What follows belongs to an exercise in optimizing a design on an open flow for small area, a short achievable clock period and few clock cycles; a production flow would make more cautious choices.
Function was checked by simulation only, so behaviour that the tests miss may differ from the original.

$ cat flow/flow/run.sh
#!/bin/bash
# The standard layout (standard.sh), with one change after synthesis: the
# library's delay cells (clkdlybuf*, dlygate*, dlymetal*) are not used, so the
# buffers the flow puts on the ports are plain buffers. Synthesis runs first,
# unchanged; the rest reads the same config.mk with those cells added to
# DONT_USE_CELLS.
set -euo pipefail
bash standard.sh synth > standard_synth.log 2>&1
cat >> config.mk <<'EOT'
export DONT_USE_CELLS += sky130_fd_sc_hd__clkdlybuf4s15_1 sky130_fd_sc_hd__clkdlybuf4s15_2 sky130_fd_sc_hd__clkdlybuf4s18_1 sky130_fd_sc_hd__clkdlybuf4s18_2 sky130_fd_sc_hd__clkdlybuf4s25_1 sky130_fd_sc_hd__clkdlybuf4s25_2 sky130_fd_sc_hd__clkdlybuf4s50_1 sky130_fd_sc_hd__clkdlybuf4s50_2 sky130_fd_sc_hd__dlygate4sd1_1 sky130_fd_sc_hd__dlygate4sd2_1 sky130_fd_sc_hd__dlygate4sd3_1 sky130_fd_sc_hd__dlymetal6s2s_1 sky130_fd_sc_hd__dlymetal6s4s_1 sky130_fd_sc_hd__dlymetal6s6s_1
EOT
bash standard.sh > standard.log 2>&1
$ cat flow/standard.sh
#!/bin/bash
# synth_recipe.tcl (not shown) runs the flow's synth.tcl, then flattens the netlist and writes it again
# the make line also repeats each setting of config.mk as NAME=value (left out here)
make -C /OpenROAD-flow-scripts/flow DESIGN_CONFIG=/design/flow/config.mk WORK_HOME=/design/flow/orfs CLKGATE_MAP_FILE= SYNTH_SCRIPT=/design/flow/synth_recipe.tcl "${@:-finish}"
$ cat flow/config.mk
export PLATFORM = sky130hd
export DESIGN_NAME = fix_audio_ns
export DESIGN_NICKNAME = fix_audio_ns
export VERILOG_FILES = /design/flow/design.v
export SDC_FILE = /design/flow/constraint.sdc
export NUM_CORES = 4
export LEC_CHECK = 0
export CAP_MARGIN = 40
export CORE_MARGIN = 2
export CORE_UTILIZATION = 40
export SLEW_MARGIN = 60
export DONT_USE_CELLS += sky130_fd_sc_hd__clkdlybuf4s15_1 sky130_fd_sc_hd__clkdlybuf4s15_2 sky130_fd_sc_hd__clkdlybuf4s18_1 sky130_fd_sc_hd__clkdlybuf4s18_2 sky130_fd_sc_hd__clkdlybuf4s25_1 sky130_fd_sc_hd__clkdlybuf4s25_2 sky130_fd_sc_hd__clkdlybuf4s50_1 sky130_fd_sc_hd__clkdlybuf4s50_2 sky130_fd_sc_hd__dlygate4sd1_1 sky130_fd_sc_hd__dlygate4sd2_1 sky130_fd_sc_hd__dlygate4sd3_1 sky130_fd_sc_hd__dlymetal6s2s_1 sky130_fd_sc_hd__dlymetal6s4s_1 sky130_fd_sc_hd__dlymetal6s6s_1
$ cat flow/constraint.sdc
create_clock -name core_clock -period 90.0 [get_ports {clk}]
set_input_delay 18.0000 -clock core_clock [delete_from_list [all_inputs] [get_ports {clk}]]
set_output_delay 18.0000 -clock core_clock [all_outputs]
set_load 0.01 [all_outputs]
$ cat flow/design.v
module umul16 (input [15:0] a, input [15:0] b, output [31:0] p);
  localparam N = 16, M = 16;
  wire [N*M-1:0] s, c;
  genvar i, j;
  generate for (i = 0; i < M; i = i + 1) begin : row
    for (j = 0; j < N; j = j + 1) begin : col
      wire x = a[j] & b[i];
      if (i == 0) begin : r0
        assign s[j] = x; assign c[j] = 1'b0;
      end else begin : rn
        wire y, z;
        if (j == N-1) begin : top assign y = 1'b0; end else begin : nt assign y = s[(i-1)*N+j+1]; end
        assign z = c[(i-1)*N+j];
        assign s[i*N+j] = x ^ y ^ z;
        assign c[i*N+j] = (x & y) | (x & z) | (y & z);
      end
    end
    assign p[i] = s[i*N];
  end endgenerate
  assign p[31:16] = {1'b0, s[M*N-1:(M-1)*N+1]} + c[M*N-1:(M-1)*N];
endmodule
module fix_audio_ns(
	output reg ack,
	output reg overflow,
	output reg [15:0] tx_data,
	input [15:0] rx_data,
	input [51:0] conf,
	input req,
	input enable,
	input rstn, clk
);
reg [51:0] cf;
always @(posedge clk)
	cf <= conf;
wire [1:0] sel_hpf = cf[1:0];
wire [1:0] sel_lpf = cf[3:2];
wire [15:0] pnc = cf[19:4];
wire [15:0] vol = cf[35:20];
wire [15:0] in_vol = cf[51:36];
wire hen = |sel_hpf;
wire len = |sel_lpf;
wire ken = |pnc;
wire vol_en = vol != 16'd1024;
wire iv_en = in_vol != 16'd1024;
function [15:0] hcoef(input [1:0] i, input [1:0] s);
	case (i)
	2'd0: hcoef = s == 2'b11 ? 16'd732 : s == 2'b10 ? 16'd931 : 16'd1011;
	2'd1: hcoef = s == 2'b11 ? -16'd732 : s == 2'b10 ? -16'd931 : -16'd1011;
	default: hcoef = s == 2'b11 ? 16'd441 : s == 2'b10 ? 16'd838 : 16'd998;
	endcase
endfunction
function [15:0] lbcoef(input [2:0] i, input [1:0] s);
	case (i)
	3'd0, 3'd5: lbcoef = s == 2'b11 ? 16'd30 : s == 2'b10 ? 16'd54 : 16'd321;
	3'd1, 3'd4: lbcoef = s == 2'b11 ? -16'd55 : s == 2'b10 ? -16'd3 : 16'd1362;
	default: lbcoef = s == 2'b11 ? 16'd33 : s == 2'b10 ? 16'd56 : 16'd2518;
	endcase
endfunction
function [15:0] lacoef(input [2:0] i, input [1:0] s);
	case (i)
	3'd0: lacoef = s == 2'b11 ? -16'd3507 : s == 2'b10 ? -16'd2266 : 16'd2270;
	3'd1: lacoef = s == 2'b11 ? 16'd5000 : s == 2'b10 ? 16'd2479 : 16'd2647;
	3'd2: lacoef = s == 2'b11 ? -16'd3656 : s == 2'b10 ? -16'd1413 : 16'd1729;
	3'd3: lacoef = s == 2'b11 ? 16'd1366 : s == 2'b10 ? 16'd444 : 16'd631;
	default: lacoef = s == 2'b11 ? -16'd206 : s == 2'b10 ? -16'd53 : 16'd100;
	endcase
endfunction
function [15:0] mag(input [15:0] a);
	mag = a[15] ? ~a + 16'd1 : a;
endfunction
function [17:0] smul(input [31:0] p, input [15:0] a, input [15:0] b, input nega);
	smul = {|p[30:25], a[15] ^ b[15] ^ (nega & (a != 16'h8000)), p[25:10]};
endfunction
function [16:0] sacc(input [15:0] c, input [17:0] m);
	reg [16:0] s;
	begin
		s = {c[15], c} + ({1'b0, m[15:0]} ^ {17{m[16]}}) + {16'd0, m[16]};
		sacc = {m[17] | (s[16] ^ s[15]), s[15:0]};
	end
endfunction
localparam [2:0]
	P_IDLE = 3'd0, P_H = 3'd1, P_X = 3'd2, P_L1 = 3'd3, P_L2 = 3'd4, P_L3 = 3'd5,
	P_K = 3'd6, P_VOL = 3'd7;
reg [2:0] st;
reg go;                             
reg tg;                             
reg [15:0] data;
reg [15:0] hx, hy;                  
reg [15:0] x1, x2, x3, x4, x5;      
reg [15:0] y1, y2, y3, y4, y5;      
reg [15:0] es, eec;                 
reg [2:0] nsh;                      
reg ovf;
reg hpend, lpend;
reg [15:0] ha, la;
reg ha_v, ha_o, la_o;
reg [1:0] ha_sel, la_sel;
reg [2:0] ps;                       
reg [15:0] dused, dr, dq;
reg [2:0] dph;                      
reg dlong;                          
wire [15:0] hxv = nsh != 3'd0 ? hx : 16'd0;
wire [15:0] x1v = nsh >= 3'd1 ? x1 : 16'd0;
wire [15:0] x2v = nsh >= 3'd2 ? x2 : 16'd0;
wire [15:0] x3v = nsh >= 3'd3 ? x3 : 16'd0;
wire [15:0] x4v = nsh >= 3'd4 ? x4 : 16'd0;
wire [15:0] x5v = nsh >= 3'd5 ? x5 : 16'd0;
wire [15:0] y2v = nsh >= 3'd1 ? y2 : 16'd0;
wire [15:0] y3v = nsh >= 3'd2 ? y3 : 16'd0;
wire [15:0] y4v = nsh >= 3'd3 ? y4 : 16'd0;
wire [15:0] y5v = nsh >= 3'd4 ? y5 : 16'd0;
function [15:0] ysel(input [2:0] i, input [15:0] v1, v2, v3, v4, v5);
	case (i)
	3'd0: ysel = v1;
	3'd1: ysel = v2;
	3'd2: ysel = v3;
	3'd3: ysel = v4;
	default: ysel = v5;
	endcase
endfunction
wire [15:0] eec_nst = eec + pnc;
wire [15:0] kk = dused + 16'd1024;
wire [15:0] ae = mag(dused);
wire [15:0] ad = mag(kk);
wire sgn_k = dused[15] ^ kk[15];
wire dovf = (ad == 16'd0) | ({6'd0, ae} >= {ad, 6'd0});
function [31:0] div4(input [15:0] r_in, input [15:0] n_in, input [15:0] d);
	reg [15:0] r, n;
	reg [16:0] r17, t;
	integer i;
	begin
		r = r_in; n = n_in;
		for (i = 0; i < 4; i = i + 1) begin
			r17 = {r, n[15]};
			t = r17 - {1'b0, d};
			n = {n[14:0], ~t[16]};
			r = t[16] ? r17[15:0] : t[15:0];
		end
		div4 = {r, n};
	end
endfunction
wire [15:0] dr0 = dph != 3'd0 ? dr : dlong ? {6'd0, ae[15:6]} : {2'd0, ae[15:2]};
wire [15:0] dq0 = dph != 3'd0 ? dq : dlong ? {ae[5:0], 10'd0} : {ae[1:0], 14'd0};
wire [31:0] dstep = div4(dr0, dq0, ad);
wire [15:0] kq = dstep[15:0];
wire dshort_bad = ~dlong & ({2'd0, ae[15:2]} >= ad);
wire dlast = dlong ? dph == 3'd3 : dph == 3'd2;
wire kready = (dph == 3'd4) & (dused == eec_nst);
wire idle_free = (st == P_IDLE) & ~go;
wire m1free = idle_free | (st == P_X);
wire m2free = m1free | go | (st == P_VOL);
reg ha_ok;                          
reg [2:0] ps_e;                     
wire do_ha = m2free & hen & ~ha_ok & ~((st == P_X) & tg);
wire do_la1 = m1free & len & (ps_e != 3'd5);
wire [2:0] i2 = do_la1 ? ps_e + 3'd1 : ps_e;
wire do_la2 = m2free & ~do_ha & len & (i2 != 3'd5);
wire k_go = (st == P_K) & kready;
reg [15:0] a1, b1, c1, a2, b2, c2s;
reg pair, u1;
always @(*) begin
	a1 = 16'd0; b1 = data; c1 = 16'd0; u1 = 1'b0;
	a2 = 16'd0; b2 = 16'd0; c2s = 16'd0;
	pair = 1'b0;
	case (st)
	P_H: begin
		a1 = hcoef(2'd0, sel_hpf); b1 = data;
		a2 = hcoef(2'd1, sel_hpf); b2 = hxv;
		pair = 1'b1; u1 = 1'b1;
	end
	P_L1: begin
		a1 = lbcoef(3'd0, sel_lpf); b1 = data;
		a2 = lbcoef(3'd1, sel_lpf); b2 = x1v;
		pair = 1'b1; u1 = 1'b1;
	end
	P_L2: begin
		a1 = lbcoef(3'd2, sel_lpf); b1 = x2v; c1 = ha;
		a2 = lbcoef(3'd3, sel_lpf); b2 = x3v;
		pair = 1'b1; u1 = 1'b1;
	end
	P_L3: begin
		a1 = lbcoef(3'd4, sel_lpf); b1 = x4v; c1 = ha;
		a2 = lbcoef(3'd5, sel_lpf); b2 = x5v;
		pair = 1'b1; u1 = 1'b1;
	end
	P_K: begin
		a1 = dq; b1 = data - es; c1 = es; u1 = kready;
		a2 = dq; b2 = eec_nst; c2s = eec_nst;
	end
	P_VOL: begin
		a1 = vol; b1 = data; u1 = vol_en;
	end
	default: ;
	endcase
	if (go) begin
		a1 = in_vol; b1 = data; u1 = iv_en;
	end
	if (do_la1) begin
		a1 = lacoef(ps_e, sel_lpf); b1 = ysel(ps_e, y1, y2v, y3v, y4v, y5v);
		c1 = ps_e == 3'd0 ? 16'd0 : la;
	end
	if (do_ha) begin
		a2 = hcoef(2'd2, sel_hpf); b2 = hy; c2s = 16'd0;
	end
	if (do_la2) begin
		a2 = lacoef(i2, sel_lpf); b2 = ysel(i2, y1, y2v, y3v, y4v, y5v);
		pair = do_la1;
		c2s = ps_e == 3'd0 ? 16'd0 : la;
	end
end
wire [31:0] p1, p2;
umul16 u_mul1(.a(mag(a1)), .b(mag(b1)), .p(p1));
umul16 u_mul2(.a(mag(a2)), .b(mag(b2)), .p(p2));
wire [17:0] m1 = smul(p1, a1, b1, 1'b0);
wire [17:0] m2 = smul(p2, a2, b2, st == P_K);
wire [16:0] s1 = sacc(c1, m1);
wire [16:0] s2 = sacc(pair ? s1[15:0] : c2s, m2);
wire ovf1 = u1 & s1[16];
wire ovf12 = ovf1 | s2[16];
wire [15:0] sa = (st == P_H) ? ha : la;
wire [16:0] dsub = {s2[15], s2[15:0]} - {sa[15], sa};
wire sovf = dsub[16] ^ dsub[15];
wire [15:0] yo = (st == P_H) ? ~dsub[15:0] + 16'd1 : dsub[15:0];
wire shift_now = (st == P_L3) | lpend & ~len;
wire ha_ok_n = (ha_ok | do_ha) & (st != P_H);
wire [2:0] ps_n = ps_e + {2'd0, do_la1} + {2'd0, do_la2};
wire [2:0] after_l = ken ? P_K : P_VOL;
wire [2:0] after_h = len ? (ps_n == 3'd5 ? P_L1 : P_X) : after_l;
wire [2:0] after_i = hen ? (ha_ok_n ? P_H : P_X) : after_h;
reg [2:0] st_n;
reg ack_n;
always @(*) begin
	st_n = st; ack_n = ack;
	if (enable) begin
		if (go) st_n = after_i;
		else case (st)
		P_H: st_n = after_h;
		P_X: if (tg ? ps_n == 3'd5 : ha_ok_n) st_n = tg ? P_L1 : P_H;
		P_L1: st_n = P_L2;
		P_L2: st_n = P_L3;
		P_L3: st_n = after_l;
		P_K: if (kready) st_n = P_VOL;
		P_VOL: begin st_n = P_IDLE; ack_n = ~ack; end
		default: ;
		endcase
	end
end
always @(negedge rstn or posedge clk) begin
	if (!rstn) begin
		st <= P_IDLE;
		go <= 1'b0;
		ack <= 1'b0;
		overflow <= 1'b0;
		tg <= 1'b0;
		ovf <= 1'b0;
		nsh <= 3'd0;
		hpend <= 1'b0;
		lpend <= 1'b0;
		ha_v <= 1'b0;
		ps <= 3'd0;
		ha_ok <= 1'b0;
		ps_e <= 3'd0;
		dph <= 3'd5;
		dlong <= 1'b0;
		hy <= 16'd0;
		y1 <= 16'd0;
		es <= 16'd0;
		eec <= 16'd0;
	end
	else begin
		st <= st_n;
		ack <= ack_n;
		go <= (st_n == P_IDLE) & (req ^ ack_n);
		ha_ok <= (enable ? ha_ok_n : ha_v) & ((enable & do_ha ? sel_hpf : ha_sel) == conf[1:0]);
		ps_e <= (enable & (do_la1 | do_la2) ? sel_lpf : la_sel) == conf[3:2] ?
			(enable ? (shift_now ? 3'd0 : ps_n) : ps) : 3'd0;
		if (enable) begin
			hpend <= go;
			lpend <= go & ~hen | (st == P_H);
			if (go) begin
				tg <= ~hen;
				ovf <= ovf1;
			end
			case (st)
			P_H: begin
				tg <= 1'b1;
				ovf <= ovf | ovf12 | sovf | ha_o;
				hy <= yo;
			end
			P_L1, P_L2: ovf <= ovf | ovf12;
			P_L3: begin ovf <= ovf | ovf12 | sovf | la_o; y1 <= yo; end
			P_K: if (kready) begin
				ovf <= ovf | ovf12 | dovf;
				es <= s1[15:0];
				eec <= s2[15:0];
			end
			P_VOL: begin
				overflow <= ovf | ovf1;
			end
			default: ;
			endcase
			if (shift_now & nsh != 3'd5) nsh <= nsh + 3'd1;
			ha_v <= ha_ok_n;
			ps <= shift_now ? 3'd0 : ps_n;
			if (k_go | dph == 3'd5 | dused != eec_nst) begin
				dph <= 3'd0; dlong <= 1'b0;
			end
			else if (dph == 3'd0 & dshort_bad) dlong <= 1'b1;
			else if (dlast) dph <= 3'd4;
			else if (dph != 3'd4) dph <= dph + 3'd1;
		end
	end
end
always @(posedge clk) begin
	if ((st == P_IDLE) & ~(go & enable)) data <= rx_data;
	if (enable) begin
		if (k_go) dused <= s2[15:0] + pnc;
		else if (dph == 3'd5 | dused != eec_nst) dused <= eec_nst;
		else if (dph != 3'd4 & ~(dph == 3'd0 & dshort_bad)) begin
			dr <= dstep[31:16];
			dq <= dlast ? (sgn_k ? ~kq + 16'd1 : kq) : kq;
		end
		if (do_ha) begin
			ha <= s2[15:0]; ha_o <= s2[16]; ha_sel <= sel_hpf;
		end
		if (do_la1 | do_la2) begin
			la <= do_la2 ? s2[15:0] : s1[15:0];
			la_o <= (ps_e != 3'd0 & la_o) | do_la1 & s1[16] | do_la2 & s2[16];
			la_sel <= sel_lpf;
		end
		if (go & iv_en) data <= s1[15:0];
		case (st)
		P_L1, P_L2: ha <= s2[15:0];
		P_H, P_L3: data <= yo;
		P_K: if (kready) data <= s1[15:0];
		P_VOL: tx_data <= vol_en ? s1[15:0] : data;
		default: ;
		endcase
		if ((st == P_H) | hpend & ~hen) hx <= data;
		if (shift_now) begin
			x1 <= data; x2 <= x1; x3 <= x2; x4 <= x3; x5 <= x4;
			y2 <= y1; y3 <= y2; y4 <= y3; y5 <= y4;
		end
	end
end
endmodule
==> summary.txt, run 1 <==
Floorplanning
  – Cell Rows: 122
  – Core Area: 0.1110 sq mm
  – Ports: 90
  – Initial Util: 0.4043
  – Die Y: 338.9 um
  – Die width: 338.9 um
  – Die area: between 0.1 and 0.15 sq mm

Global routing
  – Grt peak-use layer: met2
  – Antenna violations before repair: 3
  – First-pass GRT wire length: 239000 um
  – Vias in the first global route: 37210
  – GRT met3 Usage: 0.04105
  – Total Routing Usage GR: 0.2700
  – Pin count of the biggest net entering global routing: 97
  – Met1 Use GR: 0.3914
  – Global Route met2 Usage: 0.4082
  – GRT overflow: 0

Synth
  – Syn avg cell area: 9.092 sq um
  – Synth Warn #: 1
  – Synth cell types: approximately 120
  – Seq/Total Area, Yosys: 0.2554
  – Area contributors post-synth: fa_1, edfxtp_1, ha_1
  – Synth Register Bits: approximately 420
  – Count leader, synth: nor2_1
  – Mapped Nets: 5678
  – Synth area leader: fa_1
  – Cells after Synth: 4934
  – Post-synth EDFFs: 262
  – Post-synth top cells: nor2_1, nand2_1, fa_1, inv_1, o21ai_0
  – Synth top area share: 0.1861
  – Main synth FF type: edfxtp_1
  – Ys async rst share: 0.2124
  – Post-Syn Area: around 0.045 sq mm

Route
  – DR DRC count: 0
  – Vias: 38810
  – Post-detailed-route count of antenna-violating nets: 0
  – Initial DRC count: 4525
  – Routed len/inst: ~24 um
  – Via/cell ratio: approximately 6
  – Drt pass-1 iters: 7
  – WL final: 156000 um

Worst setup path
  – Req. time, crit path: 90.51 ns
  – CP max stage delay: 0.47 ns
  – Slowest-stage cell, CP: nor3b_4
  – CP max FO: 29
  – Worst R2R Setup Slack: 70.79 ns
  – Cell count of the worst reg-to-reg path: 63
  – Crit. End Element: flop
  – Worst-path cell chain: clkbuf_4 -> nand2_1 -> nor3b_4 -> buf_2 -> mux2i_1 -> o221ai_1 -> a21oi_1 -> a21o_1 -> a22oi_1
  – RR Startpoint: ps_e[1]
  – Worst Setup Start Kind: primary input
  – Crit path kind: primary input to flop
  – Reg-to-reg endpoint: ovf
  – CP arrival: 20.29 ns

STA
  – Final setup violation count: 0
  – Final Hold Fails: 0
  – Worst-Margin Slew: 0.6484 ns
  – Final worst setup slack: 70.22 ns
  – Setup Skew: 0.04093 ns
  – Rel. slew slack: 0.5632
  – RSZ-0062 raised after global routing: false
  – Fmax: 0.05055 GHz
  – Hold_ws: 0.4243 ns
  – Pins Over Slew Limit: 0
  – Fin crit share: 0.2198
  – Period minus WS final: 19.78 ns
  – Setup TNS: 0 ns

CTS
  – Clock tree sinks: 419
  – Post-cts sizing count: 0
  – Clock Latency Late Sink: approximately 0.66 ns
  – Worst-path clk slew: approximately 0.070 ns
  – CTS tree: built
  – CTS root buf: clkbuf_16
  – Cts bufs inserted: 51
  – Post CTS Setup Buffer Count: 0
  – Max Buffers Root-to-Sink: 3
  – Hold buffer count at CTS: 0
  – CTS H-tree depth: 2

Placed design
  – Place WS: 69.54 ns
  – DP Wirelength: 123200 um
  – IO buf count: 89
  – Post-placement cell count: 6427
  – Routability cong.: 0.9969

Finish
  – Non-filler cells, final: between 6000 and 7000
  – Largest Register: cf
  – Max FFs per register: 52
  – Layout area overhead: 10.30%
  – Share of cells above drive strength 1: 0.09252
  – Net count, final: 5739

Run
  – Total of max-cap violations: 0

Min path
  – Critical hold path startpoint: x2[1]
  – Worst hold endpoint: x3[1]
  – Hold Path Class: flop to flop
  – Worst Hold Path Cells: 0

Status
  – Outcome: complete, no violations
[through the flow]
stage	util	cell area [sq um]
2_1_floorplan	-	44860
6_report	0.4459	49480
3_5_place_dp	0.4283	47530
5_1_grt	0.4458	49470
4_1_cts	0.4439	49260
3_3_place_gp	0.4211	46730
[placed cells by master (no fill, tap or decap), types with 56 or more instances in the layout]
cell type,netlist,final
nor2b_1,59,57
nor2_1,625,618
mux2_2,58,58
mux2i_1,76,72
nor3_1,61,60
o21ai_0,315,303
dfxtp_1,68,66
fa_1,417,417
buf_2,30,96
a21oi_1,276,271
nand2_1,434,430
xor2_1,121,110
nand3_1,91,90
edfxtp_1,262,262
nand2b_1,104,104
clkbuf_16,0,56
xnor2_1,194,174
a21o_1,72,71
dfrtp_1,87,83
buf_1,25,126
inv_1,319,314
ha_1,255,255
[critical path, delay by kind of cell]
family	cells	cell delay (ns)
buffers and inverters	2	0.75
AND/OR/NAND/NOR	2	0.68
AO/OA/AOI/OAI	4	0.53
multiplexers	1	0.29
[layer usage]
metal	up-vias	routed length, um	part of all wire
met2	1803	68440	0.44
met4	2	5856	0.038
met3	263	13710	0.088
met1	19310	67930	0.44
met5	-	13	0.000083
li1	17430	-	-
[cell families (layout without fill, tap and decap cells)]
kind of cell,count (synthesis),after routing,synth area share
AND/OR/NAND/NOR,1588,1588,0.1625
XOR/XNOR,317,317,0.06236
AO/OA/AOI/OAI,1203,1203,0.1758
other,0,4,0
flip-flops,419,419,0.2554
adder cells (fa/ha/maj),685,685,0.2602
multiplexers,138,138,0.03291
buffers and inverters,584,687,0.05082
[layout make-up]
cell class              count  area, sq um
diodes                      4        10.01
clock inverters            25        232.7
multi-input cells        3931        31810
inverters                 324         1234
fillers                 10780        61490
flip-flops and latches    419        11470
clock buffers              70         1504
repair buffers            268         1365
well taps                1488         1862
[worst max-delay path by stage]
stage               end  cells past startpoint  slack [ns]     from
4_1_cts        data[10]                      9       70.21   enable
3_3_place_gp      y5[1]                      4       69.10   enable
6_report       data[10]                      9       70.22   enable
2_1_floorplan     x1[0]                      3       68.32   enable
3_5_place_dp   data[10]                      9       69.54   enable
5_1_grt             ovf                     63       69.84  ps_e[0]
Testbench counts, summed over its fixed seeds: cycles 33,600.
==> run 2, diff against run 1 <==
--- a/flow/design.v
+++ b/flow/design.v
@@ -83,5 +83,7 @@
 	P_K = 3'd6, P_VOL = 3'd7;
 reg [2:0] st;
-reg go;                             
+reg gor;                            
+reg enp;                            
+wire go = gor & enp;
 reg tg;                             
 reg [15:0] data;
@@ -222,5 +224,6 @@
 wire sovf = dsub[16] ^ dsub[15];
 wire [15:0] yo = (st == P_H) ? ~dsub[15:0] + 16'd1 : dsub[15:0];
-wire shift_now = (st == P_L3) | lpend & ~len;
+reg shr;                            
+wire shift_now = shr;
 wire ha_ok_n = (ha_ok | do_ha) & (st != P_H);
 wire [2:0] ps_n = ps_e + {2'd0, do_la1} + {2'd0, do_la2};
@@ -249,5 +252,7 @@
 	if (!rstn) begin
 		st <= P_IDLE;
-		go <= 1'b0;
+		gor <= 1'b0;
+		enp <= 1'b0;
+		shr <= 1'b0;
 		ack <= 1'b0;
 		overflow <= 1'b0;
@@ -271,5 +276,7 @@
 		st <= st_n;
 		ack <= ack_n;
-		go <= (st_n == P_IDLE) & (req ^ ack_n);
+		gor <= (st_n == P_IDLE) & (req ^ ack_n);
+		enp <= enable;
+		shr <= (st_n == P_L3) | (enable ? go & ~hen | (st == P_H) : lpend) & ~|conf[3:2];
 		ha_ok <= (enable ? ha_ok_n : ha_v) & ((enable & do_ha ? sel_hpf : ha_sel) == conf[1:0]);
 		ps_e <= (enable & (do_la1 | do_la2) ? sel_lpf : la_sel) == conf[3:2] ?
@@ -313,5 +320,4 @@
 end
 always @(posedge clk) begin
-	if ((st == P_IDLE) & ~(go & enable)) data <= rx_data;
 	if (enable) begin
 		if (k_go) dused <= s2[15:0] + pnc;
@@ -329,4 +335,5 @@
 			la_sel <= sel_lpf;
 		end
+		if ((st == P_IDLE) & ~go) data <= rx_data;
 		if (go & iv_en) data <= s1[15:0];
 		case (st)
==> summary.txt, run 2 <==
Synth
  – Cells after Synth: 4978 (+0.89%)
  – Count leader, synth: nor2_1
  – Synth area leader: edfxtp_1
  – XOR/XNOR Fraction of Synth Area: 0.06448 (+0.002114)
  – Compound-Gate Fraction of Synth Area: 0.1703 (-0.005595)
  – Post-synth top cells: nor2_1, nand2_1, fa_1, inv_1, o21ai_0
  – Mux contribution to synthesized area: 0.03295 (+0.00003535)
  – Post-Synth Simple-Gate Area: 0.1650 (+0.002546)
  – Post-synth EDFFs: 278 (+6.1%)
  – Synth cell types: 100 (-16%)
  – Main synth FF type: edfxtp_1
  – Post-Syn Area: 0.04508 sq mm (+0.49%)
  – Synth top area share: 0.1852 (-0.0008987)
  – Seq/Total Area, Yosys: 0.2588 (+0.003429)
  – Ys async rst share: 0.2162 (+0.003742)
  – Mapped Nets: 5723 (+0.79%)
  – Syn avg cell area: 9.056 sq um (-0.40%)
  – Synth Register Bits: 421 (+0.48%)
  – Largest family of logic cells by synthesized area: adder cells
  – Synth Warn #: 1 (unchanged)
  – Synth Area in Adders: 0.2589 (-0.001229)
  – Area contributors post-synth: edfxtp_1, fa_1, ha_1

Route
  – Post-detailed-route count of antenna-violating nets: 0 (unchanged)
  – Routed len/inst: 24.20 um (+1.3%)
  – DR DRC count: 0 (unchanged)
  – Drt pass-1 iters: 6 (-1)
  – Initial DRC count: 4586 (+1.3%)
  – Vias: 39250 (+1.1%)
  – WL final: 159100 um (+2.0%)
  – Via/cell ratio: 5.969 (+0.42%)

Finish
  – Antenna cells: 0 (-4)
  – Multi-input gate area: 0.03211 sq mm (+0.96%)
  – Design Area, Final: 0.04989 sq mm (+0.82%)
  – Commonest cells after routing, fill and taps aside: nor2_1, fa_1, nand2_1
  – Largest Register: cf
  – Fill cells: 10950 (+1.5%)
  – Share of cells above drive strength 1: 0.09634 (+0.003820)
  – Sequential cell area: 0.01168 sq mm (+1.8%)
  – Layout area overhead: 10.66%
  – Net count, final: 5782 (+0.75%)
  – Commonest non-fill, non-tap cell in the layout: nor2_1
  – Max FFs per register: 52 (unchanged)

Floorplanning
  – Initial Util: 0.4018 (-0.002446)
  – Die Y: 339.7 um (+0.24%)
  – Ports: 90 (unchanged)
  – Cell Rows: 123 (+0.82%)
  – Die width: 339.7 um (+0.24%)
  – Die area: 0.1154 sq mm (+0.48%)
  – Core Area: 0.1122 sq mm (+1.1%)

STA
  – Period minus WS final: 19.89 ns (+0.1110 ns)
  – Pins Over Slew Limit: 0 (unchanged)
  – Worst-Margin Slew: 0.6720 ns (+0.02354 ns)
  – Final setup violation count: 0 (unchanged)
  – Fmax: 0.05027 GHz (-0.56%)
  – RSZ-0062 raised after global routing: false
  – Final Hold Fails: 0 (unchanged)
  – Fin crit share: 0.2210 (+0.001233)
  – Hold_ws: 0.4471 ns (+0.02283 ns)
  – Rel. slew slack: 0.5473 (-0.01586)
  – Setup TNS: 0 ns (unchanged)
  – Final worst setup slack: 70.11 ns (-0.1110 ns)
  – Setup Skew: 0.06368 ns (+0.02275 ns)

Worst setup path
  – CP arrival: 20.21 ns (-0.08 ns)
  – RR Startpoint: ps_e[1]
  – Worst Setup Start Kind: primary input
  – CP max FO: 21 (-28%)
  – Worst R2R Setup Slack: 70.49 ns (-0.30 ns)
  – Cell count of the worst reg-to-reg path: 60 (-4.8%)
  – Reg-to-reg endpoint: data[14]
  – Crit. End Element: flop
  – Crit path kind: primary input to flop
  – Req. time, crit path: 90.32 ns (-0.19 ns)

Global routing
  – Vias in the first global route: 38230 (+2.7%)
  – Antenna violations before repair: 3 (unchanged)
  – GRT overflow: 0 (unchanged)
  – Pin count of the biggest net entering global routing: 95 (-2.1%)
  – First-pass GRT wire length: 244100 um (+2.1%)
  – Total Routing Usage GR: 0.2750 (+0.005030)

Run
  – Total of max-cap violations: 0 (unchanged)

Min path
  – Hold Path Class: flop to flop
  – Worst Hold Path Cells: 0 (unchanged)
  – Worst hold endpoint: x5[8]
  – Critical hold path startpoint: x4[8]

CTS
  – Clock tree sinks: 421 (+0.48%)
  – CTS tree: built
  – CTS H-tree depth: 2 (unchanged)
  – Worst-path clk slew: 0.06 ns (about the same)
  – Post-cts sizing count: 0 (unchanged)
  – Hold buffer count at CTS: 0 (unchanged)
  – Post CTS Setup Buffer Count: 0 (unchanged)
  – Max Buffers Root-to-Sink: 3 (unchanged)
  – Clock Latency Late Sink: 0.68 ns (+0.02 ns)
  – Cts bufs inserted: 47 (-7.8%)
  – CTS root buf: clkbuf_16

Placed design
  – Area after DPL: 0.04803 sq mm (+1.1%)
  – Place WS: 69.55 ns (+0.01230 ns)
  – IO buf count: 89 (unchanged)
  – Routability cong.: 0.9684 (-2.9%)
  – DP Wirelength: 125000 um (+1.5%)

Status
  – Outcome: complete, no violations
-- run 2: cell types whose count changed in the layout (fill, tap and decap cells not counted), sizes merged, moves of 17 or more --
| cell | before | now |
|---|---|---|
| nor2 | 628 | 683 |
| o21ai | 325 | 293 |
| xnor2 | 195 | 217 |
| nor3 | 61 | 79 |
| a31oi | 59 | 76 |
-- run 2: metal layers --
metal	global-route usage	up-vias	wire length, um
li1	-	17580	-
met4	0.1191	4	8317
met5	0	-	24
met1	0.3878	19580	68130
met2	0.4169	1755	69550
met3	0.04508	337	13100
-- run 2: worst max-delay path by stage --
stage	startpoint	endpoint	slack [ns]	cells after the start
2_1_floorplan	enable	x1[0]	68.02	4
3_3_place_gp	enable	x1[6]	69.15	4
3_5_place_dp	enable	hx[11]	69.55	5
4_1_cts	enable	hx[10]	70.25	5
5_1_grt	ps_e[1]	data[14]	69.54	62
6_report	enable	hx[9]	70.11	5
-- run 2: cell families after synthesis --
kind of cell | count (synthesis)
multiplexers | 139
AO/OA/AOI/OAI | 1176
XOR/XNOR | 331
adder cells (fa/ha/maj) | 685
flip-flops | 421
AND/OR/NAND/NOR | 1645
buffers and inverters | 581
-- run 2: final cells by class --
class / count / share of cell area
clock inverter: 24 / 0.005468
timing repair buffer: 277 / 0.02797
clock buffer: 64 / 0.02714
tap: 1500 / 0.03762
sequential: 421 / 0.2341
inverter: 314 / 0.02400
multi-input combinational: 3976 / 0.6437
-- run 2: through the flow --
step / utilization / instances
detailed placement: 0.4281 / 6483
floorplan: - / 4978
CTS: 0.4426 / 6571
global placement: 0.4197 / 6463
global route: 0.4447 / 6576
finish: 0.4447 / 6576
-- run 2: critical path, cell delays in order --
cell      delay, ns
clkbuf_2       0.42
clkbuf_4       0.50
clkinv_1       0.54
nor2_1         0.26
buf_2          0.44
Testbench counts of run 2, summed over its fixed seeds: cycles 33,600.
==> run 3, diff against run 2 <==
--- a/flow/design.v
+++ b/flow/design.v
@@ -83,7 +83,5 @@
 	P_K = 3'd6, P_VOL = 3'd7;
 reg [2:0] st;
-reg gor;                            
-reg enp;                            
-wire go = gor & enp;
+reg go;                             
 reg tg;                             
 reg [15:0] data;
@@ -152,6 +150,6 @@
 wire m1free = idle_free | (st == P_X);
 wire m2free = m1free | go | (st == P_VOL);
-reg ha_ok;                          
-reg [2:0] ps_e;                     
+wire ha_ok = ha_v & (ha_sel == sel_hpf);
+wire [2:0] ps_e = la_sel == sel_lpf ? ps : 3'd0;
 wire do_ha = m2free & hen & ~ha_ok & ~((st == P_X) & tg);
 wire do_la1 = m1free & len & (ps_e != 3'd5);
@@ -224,6 +222,5 @@
 wire sovf = dsub[16] ^ dsub[15];
 wire [15:0] yo = (st == P_H) ? ~dsub[15:0] + 16'd1 : dsub[15:0];
-reg shr;                            
-wire shift_now = shr;
+wire shift_now = (st == P_L3) | lpend & ~len;
 wire ha_ok_n = (ha_ok | do_ha) & (st != P_H);
 wire [2:0] ps_n = ps_e + {2'd0, do_la1} + {2'd0, do_la2};
@@ -252,7 +249,5 @@
 	if (!rstn) begin
 		st <= P_IDLE;
-		gor <= 1'b0;
-		enp <= 1'b0;
-		shr <= 1'b0;
+		go <= 1'b0;
 		ack <= 1'b0;
 		overflow <= 1'b0;
@@ -264,6 +259,4 @@
 		ha_v <= 1'b0;
 		ps <= 3'd0;
-		ha_ok <= 1'b0;
-		ps_e <= 3'd0;
 		dph <= 3'd5;
 		dlong <= 1'b0;
@@ -276,10 +269,5 @@
 		st <= st_n;
 		ack <= ack_n;
-		gor <= (st_n == P_IDLE) & (req ^ ack_n);
-		enp <= enable;
-		shr <= (st_n == P_L3) | (enable ? go & ~hen | (st == P_H) : lpend) & ~|conf[3:2];
-		ha_ok <= (enable ? ha_ok_n : ha_v) & ((enable & do_ha ? sel_hpf : ha_sel) == conf[1:0]);
-		ps_e <= (enable & (do_la1 | do_la2) ? sel_lpf : la_sel) == conf[3:2] ?
-			(enable ? (shift_now ? 3'd0 : ps_n) : ps) : 3'd0;
+		go <= (st_n == P_IDLE) & (req ^ ack_n);
 		if (enable) begin
 			hpend <= go;
@@ -320,4 +308,5 @@
 end
 always @(posedge clk) begin
+	if ((st == P_IDLE) & ~(go & enable)) data <= rx_data;
 	if (enable) begin
 		if (k_go) dused <= s2[15:0] + pnc;
@@ -335,5 +324,4 @@
 			la_sel <= sel_lpf;
 		end
-		if ((st == P_IDLE) & ~go) data <= rx_data;
 		if (go & iv_en) data <= s1[15:0];
 		case (st)
==> flow/flow/run.sh (replaced) <==
#!/bin/bash
# The standard layout (standard.sh), except that the library's delay cells
# (clkdlybuf*, dlygate*, dlymetal*) are not used, so the port buffers that
# the flow inserts are plain buffers. Everything else is the standard flow's config.mk.
set -e
cp standard.sh standard.sh.txt
cat >> config.mk <<'EOT'
export DONT_USE_CELLS += sky130_fd_sc_hd__clkdlybuf4s15_1 sky130_fd_sc_hd__clkdlybuf4s15_2 sky130_fd_sc_hd__clkdlybuf4s18_1 sky130_fd_sc_hd__clkdlybuf4s18_2 sky130_fd_sc_hd__clkdlybuf4s25_1 sky130_fd_sc_hd__clkdlybuf4s25_2 sky130_fd_sc_hd__clkdlybuf4s50_1 sky130_fd_sc_hd__clkdlybuf4s50_2 sky130_fd_sc_hd__dlygate4sd1_1 sky130_fd_sc_hd__dlygate4sd2_1 sky130_fd_sc_hd__dlygate4sd3_1 sky130_fd_sc_hd__dlymetal6s2s_1 sky130_fd_sc_hd__dlymetal6s4s_1 sky130_fd_sc_hd__dlymetal6s6s_1
EOT
bash standard.sh > standard.log 2>&1
==> summary.txt, run 3 <==
Worst setup path
  – Reg-to-reg endpoint: ovf
  – Most used cell, CP: buf_2
  – Crit. End Element: flop
  – Cell count of the worst reg-to-reg path: 60 (unchanged)
  – RR Startpoint: cf[2]
  – CP max stage delay: 0.50 ns (-0.04 ns)
  – Crit path kind: primary input to flop
  – Worst R2R Setup Slack: 70.15 ns (-0.34 ns)
  – Critical path buffers and inverters: 3 (-1)
  – Slowest-stage cell, CP: buf_2
  – Levels on crit path: 6 (+1)
  – CP arrival: 20.27 ns (+0.06 ns)
  – CP max FO: 20 (-4.8%)
  – Worst-path cell chain: buf_2 -> buf_2 -> nand3_1 -> a31oi_1 -> and2_2 -> buf_2
  – Worst Setup Start Kind: primary input
  – Cell family with most CP delay: buffers and inverters
  – Req. time, crit path: 90.26 ns (-0.06 ns)

Synth
  – Main synth FF type: edfxtp_1
  – Synth cell types: 109 (+9.0%)
  – Ys async rst share: 0.2048 (-0.01133)
  – Syn avg cell area: 9.107 sq um (+0.56%)
  – Synth Warn #: 1 (unchanged)
  – Post-synth top cells: nor2_1, fa_1, nand2_1, inv_1, a21oi_1
  – Post-Syn Area: 0.04490 sq mm (-0.39%)
  – Cells after Synth: 4931 (-0.94%)
  – Synth top area share: 0.1859 (+0.0007224)
  – Mapped Nets: 5675 (-0.84%)
  – Synth Register Bits: 415 (-1.4%)
  – Count leader, synth: nor2_1
  – Seq/Total Area, Yosys: 0.2529 (-0.005900)
  – Post-synth EDFFs: 262 (-5.8%)
  – Synth area leader: fa_1
  – Area contributors post-synth: fa_1, edfxtp_1, ha_1

Route
  – DR DRC count: 0 (unchanged)
  – WL final: 158300 um (-0.53%)
  – Via/cell ratio: 5.971 (about the same)
  – Vias: 39090 (-0.42%)
  – Post-detailed-route count of antenna-violating nets: 0 (unchanged)
  – Drt pass-1 iters: 9 (+3)
  – Routed len/inst: 24.18 um (about the same)
  – Initial DRC count: 4388 (-4.3%)

CTS
  – Clock Latency Late Sink: 0.68 ns (about the same)
  – Post CTS Setup Buffer Count: 0 (unchanged)
  – Hold buffer count at CTS: 0 (unchanged)
  – CTS root buf: clkbuf_16
  – Clock tree sinks: 415 (-1.4%)
  – Max Buffers Root-to-Sink: 3 (unchanged)
  – CTS tree: built
  – Cts bufs inserted: 50 (+6.4%)
  – Worst-path clk slew: 0.06 ns (about the same)
  – CTS H-tree depth: 2 (unchanged)
  – Post-cts sizing count: 0 (unchanged)

Floorplanning
  – Die area: 0.1150 sq mm (-0.38%)
  – Core Area: 0.1110 sq mm (-1.1%)
  – Die Y: 339.1 um (-0.19%)
  – Cell Rows: 122 (-0.81%)
  – Die width: 339.1 um (-0.19%)
  – Ports: 90 (unchanged)
  – Initial Util: 0.4046 (+0.002830)

Run
  – Total of max-cap violations: 0 (unchanged)

Finish
  – Layout area overhead: 10.49%
  – Max FFs per register: 52 (unchanged)
  – Non-filler cells, final: 6546 (-0.46%)
  – Commonest cells after routing, fill and taps aside: nor2_1, fa_1, nand2_1
  – Commonest non-fill, non-tap cell in the layout: nor2_1
  – Net count, final: 5758 (-0.42%)
  – Largest Register: cf
  – Share of cells above drive strength 1: 0.08764 (-0.008700)

Global routing
  – Antenna violations before repair: 5 (+2)
  – GRT overflow: 0 (unchanged)
  – First-pass GRT wire length: 239400 um (-1.9%)
  – Total Routing Usage GR: 0.2711 (-0.003910)
  – Pin count of the biggest net entering global routing: 106 (+12%)
  – Vias in the first global route: 37730 (-1.3%)

STA
  – Setup Skew: 0.06391 ns (+0.0002387 ns)
  – Fin crit share: 0.2224 (+0.001338)
  – Fmax: 0.04997 GHz (-0.60%)
  – Period minus WS final: 20.01 ns (+0.1204 ns)
  – RSZ-0062 raised after global routing: false
  – Setup TNS: 0 ns (unchanged)
  – Final setup violation count: 0 (unchanged)
  – Rel. slew slack: 0.5846 (+0.03735)
  – Final Hold Fails: 0 (unchanged)
  – Pins Over Slew Limit: 0 (unchanged)
  – Worst-Margin Slew: 0.6057 ns (-0.06625 ns)

Min path
  – Worst Hold Path Cells: 0 (unchanged)
  – Hold Path Class: flop to flop
  – Critical hold path startpoint: x3[4]
  – Worst hold endpoint: x4[4]

Placed design
  – IO buf count: 89 (unchanged)
  – Routability cong.: 0.9759 (+0.77%)
  – DP Wirelength: 125800 um (+0.63%)
  – Post-placement cell count: 6443 (-0.62%)

Status
  – Outcome: complete, no violations
-- run 3: changes by cell type in the layout (fill, tap and decap cells not counted), moves of 12 or more --
| cell | change |
|---|---|
| dfxtp_1 | +17 |
| xnor2_1 | -30 |
| o21a_1 | +15 |
| a21oi_1 | +30 |
| a22oi_1 | -28 |
| inv_1 | +26 |
| edfxtp_1 | -16 |
| buf_1 | +18 |
| nor2_1 | -31 |
| mux2_2 | -28 |
| xor2_1 | +15 |
| nand2_1 | -69 |
| nor2b_1 | -12 |
| a222oi_1 | +34 |
-- run 3: cell type report --
cell class	instances	area (sq um)
Inverter	340	1294
Tap cell	1488	1862
Fill cell	10820	61360
Timing Repair Buffer	286	1355
Sequential cell	415	11370
Multi-Input combinational cell	3921	32000
Antenna cell	3	7.507
Clock inverter	27	305.3
Clock buffer	66	1414
-- run 3: per-layer routing --
metal  track usage  up-vias  wire, um
met5             0        -        39
met4        0.1027        6      6975
met3       0.05400      285     15270
met2        0.4193     1773     70080
met1        0.3738    19350     65910
li1              -    17670         -
-- run 3: worst reg2reg max path: cells and delay by family, from the launching register on --
kind / cells / cell delay, ns
adder cells (fa/ha/maj): 21 / 9.36
AO/OA/AOI/OAI: 17 / 4.35
AND/OR/NAND/NOR: 10 / 2.65
buffers and inverters: 8 / 2.03
flip-flops: 1 / 0.30
XOR/XNOR: 4 / 1.08
-- run 3: kinds of logic after synthesis --
logic type / count (synthesis) / share of synthesized area
AOI/OAI and AO/OA: 1246 / 0.1850
xor gates and xnor gates: 308 / 0.06158
adders and majority gates: 685 / 0.2599
buffers and inverters: 595 / 0.05021
DFF: 415 / 0.2529
muxes: 118 / 0.02784
and+or+nand+nor: 1564 / 0.1626
-- run 3: how the worst max path moves through the flow --
stage | end | start | slack (ns)
global route | ovf | cf[2] | 69.22
finish | dr[15] | enable | 69.99
CTS | dr[14] | enable | 70.09
global placement | dr[5] | enable | 68.60
floorplan | x1[0] | enable | 68.33
detailed placement | x4[14] | enable | 69.42
-- run 3: metrics by stage --
step,hold WS (ns),cell area [sq um],setup slack (ns),utilization
2_1_floorplan,0.4064,44900,68.33,-
3_3_place_gp,0.4310,46930,68.60,0.4229
3_5_place_dp,0.4360,47690,69.42,0.4297
4_1_cts,0.4490,49410,70.09,0.4452
5_1_grt,0.4503,49610,69.22,0.4470
6_report,0.4476,49610,69.99,0.4471
Testbench counts of run 3, summed over its fixed seeds: cycles 33,600.
==> run 4, diff against run 3 <==
--- a/flow/design.v
+++ b/flow/design.v
@@ -83,5 +83,7 @@
 	P_K = 3'd6, P_VOL = 3'd7;
 reg [2:0] st;
-reg go;                             
+reg gor;                            
+reg enp;                            
+wire go = gor & enp;
 reg tg;                             
 reg [15:0] data;
@@ -110,12 +112,10 @@
 wire [15:0] y4v = nsh >= 3'd3 ? y4 : 16'd0;
 wire [15:0] y5v = nsh >= 3'd4 ? y5 : 16'd0;
-function [15:0] ysel(input [2:0] i, input [15:0] v1, v2, v3, v4, v5);
-	case (i)
-	3'd0: ysel = v1;
-	3'd1: ysel = v2;
-	3'd2: ysel = v3;
-	3'd3: ysel = v4;
-	default: ysel = v5;
-	endcase
+function [15:0] ysel(input [4:0] i, input [15:0] v1, v2, v3, v4, v5);
+	ysel = v1 & {16{i[0]}} | v2 & {16{i[1]}} | v3 & {16{i[2]}} | v4 & {16{i[3]}} | v5 & {16{i[4]}};
+endfunction
+function [15:0] lacoef1(input [4:0] i, input [1:0] s);
+	lacoef1 = lacoef(3'd0, s) & {16{i[0]}} | lacoef(3'd1, s) & {16{i[1]}} | lacoef(3'd2, s) & {16{i[2]}}
+		| lacoef(3'd3, s) & {16{i[3]}} | lacoef(3'd4, s) & {16{i[4]}};
 endfunction
 wire [15:0] eec_nst = eec + pnc;
@@ -150,10 +150,11 @@
 wire m1free = idle_free | (st == P_X);
 wire m2free = m1free | go | (st == P_VOL);
-wire ha_ok = ha_v & (ha_sel == sel_hpf);
-wire [2:0] ps_e = la_sel == sel_lpf ? ps : 3'd0;
+reg ha_ok;                          
+reg [2:0] ps_e;                     
+reg [5:0] pso;                      
 wire do_ha = m2free & hen & ~ha_ok & ~((st == P_X) & tg);
-wire do_la1 = m1free & len & (ps_e != 3'd5);
-wire [2:0] i2 = do_la1 ? ps_e + 3'd1 : ps_e;
-wire do_la2 = m2free & ~do_ha & len & (i2 != 3'd5);
+wire do_la1 = m1free & len & ~pso[5];
+wire [5:0] i2o = do_la1 ? {pso[4:0], 1'b0} : pso;
+wire do_la2 = m2free & ~do_ha & len & ~i2o[5];
 wire k_go = (st == P_K) & kready;
 reg [15:0] a1, b1, c1, a2, b2, c2s;
@@ -197,6 +198,6 @@
 	end
 	if (do_la1) begin
-		a1 = lacoef(ps_e, sel_lpf); b1 = ysel(ps_e, y1, y2v, y3v, y4v, y5v);
-		c1 = ps_e == 3'd0 ? 16'd0 : la;
+		a1 = lacoef1(pso[4:0], sel_lpf); b1 = ysel(pso[4:0], y1, y2v, y3v, y4v, y5v);
+		c1 = pso[0] ? 16'd0 : la;
 	end
 	if (do_ha) begin
@@ -204,7 +205,7 @@
 	end
 	if (do_la2) begin
-		a2 = lacoef(i2, sel_lpf); b2 = ysel(i2, y1, y2v, y3v, y4v, y5v);
+		a2 = lacoef1(i2o[4:0], sel_lpf); b2 = ysel(i2o[4:0], y1, y2v, y3v, y4v, y5v);
 		pair = do_la1;
-		c2s = ps_e == 3'd0 ? 16'd0 : la;
+		c2s = pso[0] ? 16'd0 : la;
 	end
 end
@@ -222,7 +223,10 @@
 wire sovf = dsub[16] ^ dsub[15];
 wire [15:0] yo = (st == P_H) ? ~dsub[15:0] + 16'd1 : dsub[15:0];
-wire shift_now = (st == P_L3) | lpend & ~len;
+reg shr;                            
+wire shift_now = shr;
 wire ha_ok_n = (ha_ok | do_ha) & (st != P_H);
 wire [2:0] ps_n = ps_e + {2'd0, do_la1} + {2'd0, do_la2};
+wire [2:0] ps_nx = (enable & (do_la1 | do_la2) ? sel_lpf : la_sel) == conf[3:2] ?
+	(enable ? (shift_now ? 3'd0 : ps_n) : ps) : 3'd0;
 wire [2:0] after_l = ken ? P_K : P_VOL;
 wire [2:0] after_h = len ? (ps_n == 3'd5 ? P_L1 : P_X) : after_l;
@@ -249,5 +253,7 @@
 	if (!rstn) begin
 		st <= P_IDLE;
-		go <= 1'b0;
+		gor <= 1'b0;
+		enp <= 1'b0;
+		shr <= 1'b0;
 		ack <= 1'b0;
 		overflow <= 1'b0;
@@ -259,4 +265,7 @@
 		ha_v <= 1'b0;
 		ps <= 3'd0;
+		ha_ok <= 1'b0;
+		ps_e <= 3'd0;
+		pso <= 6'd1;
 		dph <= 3'd5;
 		dlong <= 1'b0;
@@ -269,5 +278,10 @@
 		st <= st_n;
 		ack <= ack_n;
-		go <= (st_n == P_IDLE) & (req ^ ack_n);
+		gor <= (st_n == P_IDLE) & (req ^ ack_n);
+		enp <= enable;
+		shr <= (st_n == P_L3) | (enable ? go & ~hen | (st == P_H) : lpend) & ~|conf[3:2];
+		ha_ok <= (enable ? ha_ok_n : ha_v) & ((enable & do_ha ? sel_hpf : ha_sel) == conf[1:0]);
+		ps_e <= ps_nx;
+		pso <= 6'd1 << ps_nx;
 		if (enable) begin
 			hpend <= go;
@@ -308,5 +322,4 @@
 end
 always @(posedge clk) begin
-	if ((st == P_IDLE) & ~(go & enable)) data <= rx_data;
 	if (enable) begin
 		if (k_go) dused <= s2[15:0] + pnc;
@@ -321,7 +334,8 @@
 		if (do_la1 | do_la2) begin
 			la <= do_la2 ? s2[15:0] : s1[15:0];
-			la_o <= (ps_e != 3'd0 & la_o) | do_la1 & s1[16] | do_la2 & s2[16];
+			la_o <= (~pso[0] & la_o) | do_la1 & s1[16] | do_la2 & s2[16];
 			la_sel <= sel_lpf;
 		end
+		if ((st == P_IDLE) & ~go) data <= rx_data;
 		if (go & iv_en) data <= s1[15:0];
 		case (st)
==> flow/flow/run.sh (replaced) <==
#!/bin/bash
# The standard layout (standard.sh), with one change after synthesis: the
# library's delay cells (clkdlybuf*, dlygate*, dlymetal*) are not used, so the
# buffers the flow puts on the ports are plain buffers. Synthesis runs first,
# unchanged; the rest reads the same config.mk with those cells added to
# DONT_USE_CELLS.
set -euo pipefail
bash standard.sh synth > standard_synth.log 2>&1
cat >> config.mk <<'EOT'
export DONT_USE_CELLS += sky130_fd_sc_hd__clkdlybuf4s15_1 sky130_fd_sc_hd__clkdlybuf4s15_2 sky130_fd_sc_hd__clkdlybuf4s18_1 sky130_fd_sc_hd__clkdlybuf4s18_2 sky130_fd_sc_hd__clkdlybuf4s25_1 sky130_fd_sc_hd__clkdlybuf4s25_2 sky130_fd_sc_hd__clkdlybuf4s50_1 sky130_fd_sc_hd__clkdlybuf4s50_2 sky130_fd_sc_hd__dlygate4sd1_1 sky130_fd_sc_hd__dlygate4sd2_1 sky130_fd_sc_hd__dlygate4sd3_1 sky130_fd_sc_hd__dlymetal6s2s_1 sky130_fd_sc_hd__dlymetal6s4s_1 sky130_fd_sc_hd__dlymetal6s6s_1
EOT
bash standard.sh > standard.log 2>&1
==> summary.txt, run 4 <==
CTS
  – Post CTS Setup Buffer Count: 0 (unchanged)
  – Worst-path clk slew: 0.06 ns (about the same)
  – Cts bufs inserted: 47 (-6.0%)
  – Post-cts sizing count: 0 (unchanged)
  – Hold buffer count at CTS: 0 (unchanged)
  – Max Buffers Root-to-Sink: 3 (unchanged)
  – CTS H-tree depth: 2 (unchanged)
  – Clock Latency Late Sink: 0.65 ns (-0.03 ns)
  – Clock tree sinks: 427 (+2.9%)
  – CTS tree: built
  – CTS root buf: clkbuf_16

STA
  – Setup Skew: 0.05880 ns (-0.005113 ns)
  – Rel. slew slack: 0.5615 (-0.02316)
  – Setup TNS: 0 ns (unchanged)
  – Worst-Margin Slew: 0.6555 ns (+0.04984 ns)
  – Final Hold Fails: 0 (unchanged)
  – Fmax: 0.04993 GHz (about the same)
  – Hold_ws: 0.4496 ns (+0.002065 ns)
  – RSZ-0062 raised after global routing: false
  – Fin crit share: 0.2225 (about the same)
  – Final setup violation count: 0 (unchanged)
  – Period minus WS final: 20.03 ns (+0.01490 ns)
  – Pins Over Slew Limit: 0 (unchanged)

Synth
  – Main synth FF type: edfxtp_1
  – Cells after Synth: 4901 (-0.61%)
  – Syn avg cell area: 9.237 sq um (+1.4%)
  – Synth top area share: 0.1844 (-0.001511)
  – Post-synth top cells: nor2_1, fa_1, nand2_1, inv_1, edfxtp_1
  – Synth Warn #: 1 (unchanged)
  – Area contributors post-synth: edfxtp_1, fa_1, ha_1
  – Post-synth EDFFs: 278 (+6.1%)
  – Seq/Total Area, Yosys: 0.2611 (+0.008143)
  – Synth area leader: edfxtp_1
  – Ys async rst share: 0.2272 (+0.02235)
  – Mapped Nets: 5641 (-0.60%)
  – Count leader, synth: nor2_1
  – Synth cell types: 118 (+8.3%)
  – Synth Register Bits: 427 (+2.9%)
  – Post-Syn Area: 0.04527 sq mm (+0.82%)

Finish
  – Layout area overhead: 9.811%
  – Design Area, Final: 0.04971 sq mm (+0.20%)
  – Utilization after layout: 0.4425 (-0.004566)
  – Commonest cells after routing, fill and taps aside: nor2_1, fa_1, nand2_1
  – Non-filler cells, final: 6515 (-0.47%)
  – Max FFs per register: 52 (unchanged)
  – Share of cells above drive strength 1: 0.09751 (+0.009871)
  – Commonest non-fill, non-tap cell in the layout: nor2_1
  – Net count, final: 5716 (-0.73%)
  – Antenna cells: 0 (-3)
  – Largest Register: cf

Floorplanning
  – Cell Rows: 123 (+0.82%)
  – Die width: 340.4 um (+0.40%)
  – Initial Util: 0.4030 (-0.001665)
  – Core Area: 0.1123 sq mm (+1.2%)
  – Ports: 90 (unchanged)
  – Die Y: 340.4 um (+0.40%)
  – Die area: 0.1159 sq mm (+0.81%)

Worst setup path
  – Slowest-stage cell, CP: buf_4
  – Req. time, crit path: 90.54 ns (+0.28 ns)
  – Worst-path cell chain: clkbuf_2 -> buf_4 -> inv_1 -> nor3_4 -> mux2i_1 -> xor2_1 -> nand2_1 -> nor2_1 -> nand2_1 -> nor2_1
  – CP max stage delay: 0.47 ns (-0.03 ns)
  – CP arrival: 20.57 ns (+0.30 ns)
  – Worst Setup Start Kind: primary input
  – Crit path kind: primary input to flop
  – Critical path buffers and inverters: 3 (unchanged)
  – Crit. End Element: flop
  – CP max FO: 26 (+30%)
  – Cell family with most CP delay: buffers and inverters

Global routing
  – Vias in the first global route: 37760 (+0.077%)
  – Total Routing Usage GR: 0.2713 (about the same)
  – First-pass GRT wire length: 240900 um (+0.63%)
  – Antenna violations before repair: 5 (unchanged)
  – Pin count of the biggest net entering global routing: 99 (-6.6%)
  – GRT overflow: 0 (unchanged)

Min path
  – Hold Path Class: flop to flop

Placed design
  – Post-placement cell count: 6421 (-0.34%)
  – Area after DPL: 0.04789 sq mm (+0.42%)
  – Routability cong.: 0.9943 (+1.9%)
  – DP Wirelength: 125500 um (-0.22%)
  – IO buf count: 89 (unchanged)

Route
  – Drt pass-1 iters: 8 (-1)
  – Post-detailed-route count of antenna-violating nets: 0 (unchanged)
  – WL final: 157300 um (-0.61%)
  – Initial DRC count: 4534 (+3.3%)
  – Vias: 38690 (-1.0%)
  – Via/cell ratio: 5.938 (-0.55%)
  – Routed len/inst: 24.15 um (-0.14%)
  – DR DRC count: 0 (unchanged)

Run
  – Total of max-cap violations: 0 (unchanged)

Status
  – Outcome: complete, no violations
## run 4: metrics by stage
stage          setup WS, ns
6_report              69.97
5_1_grt               69.84
4_1_cts               69.97
3_5_place_dp          69.32
3_3_place_gp          68.67
2_1_floorplan         68.01
## run 4: worst paths after layout
kind,startpoint,endpoint,depth (start not counted),slack [ns]
setup / recovery,enable,pso[3],10,69.97
hold / removal,x1[2],x2[2],0,0.45
setup reg to reg,st[2],data[15],60,71.15
hold reg to reg,x1[2],x2[2],0,0.45
max in group asynchronous,rstn,es[5],3,71.81
min in group asynchronous,rstn,pso[1],1,17.24
## run 4: per-layer routing
metal / vias up / track usage / routed length (um)
met2: 1743 / 0.4122 / 68790
met4: 2 / 0.09086 / 6178
li1: 17420 / - / -
met1: 19260 / 0.3952 / 69050
met3: 261 / 0.03966 / 13280
met5: - / 0 / 13
## run 4: cell type report
class / instances / area, sq um
inverter: 333 / 1267
sequential: 427 / 11840
multi-input combinational: 3889 / 31760
clock inverter: 21 / 255.2
clock buffer: 67 / 1376
timing repair buffer: 278 / 1341
fill: 10990 / 62630
tap: 1500 / 1877
## run 4: kinds of logic after synthesis
logic type | after synthesis | synth area share
muxes | 155 | 0.03767
xor gates and xnor gates | 293 | 0.05718
and+or+nand+nor | 1633 | 0.1668
DFF | 427 | 0.2611
adders and majority gates | 679 | 0.2563
buffers and inverters | 585 | 0.05113
AOI/OAI and AO/OA | 1129 | 0.1699
## run 4: worst reg2reg max path: cells and delay by family (launching register included)
family                   cells  cell delay, ns
flip-flops                   1            0.67
adder cells (fa/ha/maj)     20            9.02
AND/OR/NAND/NOR             10            2.25
buffers and inverters       11            2.51
AO/OA/AOI/OAI               14            3.28
XOR/XNOR                     5            0.89
Testbench counts of run 4, summed over its fixed seeds: cycles 33,600.

-- afterwards: timing with drivers on the ports --
How much do the figures lean on ideal ports? The routed layouts below were timed once more, with nothing changed but the port constraints.
Step 1 sets driving cells, clkbuf_16 on the clock port and buf_2 on the other inputs (assumed; they add their load-dependent delay and slew).
Step 2 adds t to the input delays and takes it off the output delays; t is the mean of the earliest and latest rising clock arrival at the registers after step 1. Input paths then give back, and output paths get back, about the clock's delay inside the block.
Slacks: no drivers / after step 1 / after step 2; pairs: no drivers / after step 1.
| run | shift t [ns] | setup slack, ns | worst hold slack (ns) |
|---|---|---|---|
| run 1 | 0.710 | 70.219 / 70.223 / 69.513 | 0.424 / 0.424 / 0.424 |
| run 2 | 0.709 | 70.108 / 70.131 / 69.422 | 0.447 / 0.447 / 0.447 |
| run 3 | 0.717 | 69.988 / 70.040 / 69.323 | 0.448 / 0.448 / 0.448 |
| run 4 | 0.683 | 69.973 / 69.962 / 69.278 | 0.450 / 0.450 / 0.450 |
After both steps setup and hold are still met in every run listed. The setup slack of run 1, which loses most, moves by +0.004 ns with the drivers and by -0.706 ns with both steps.
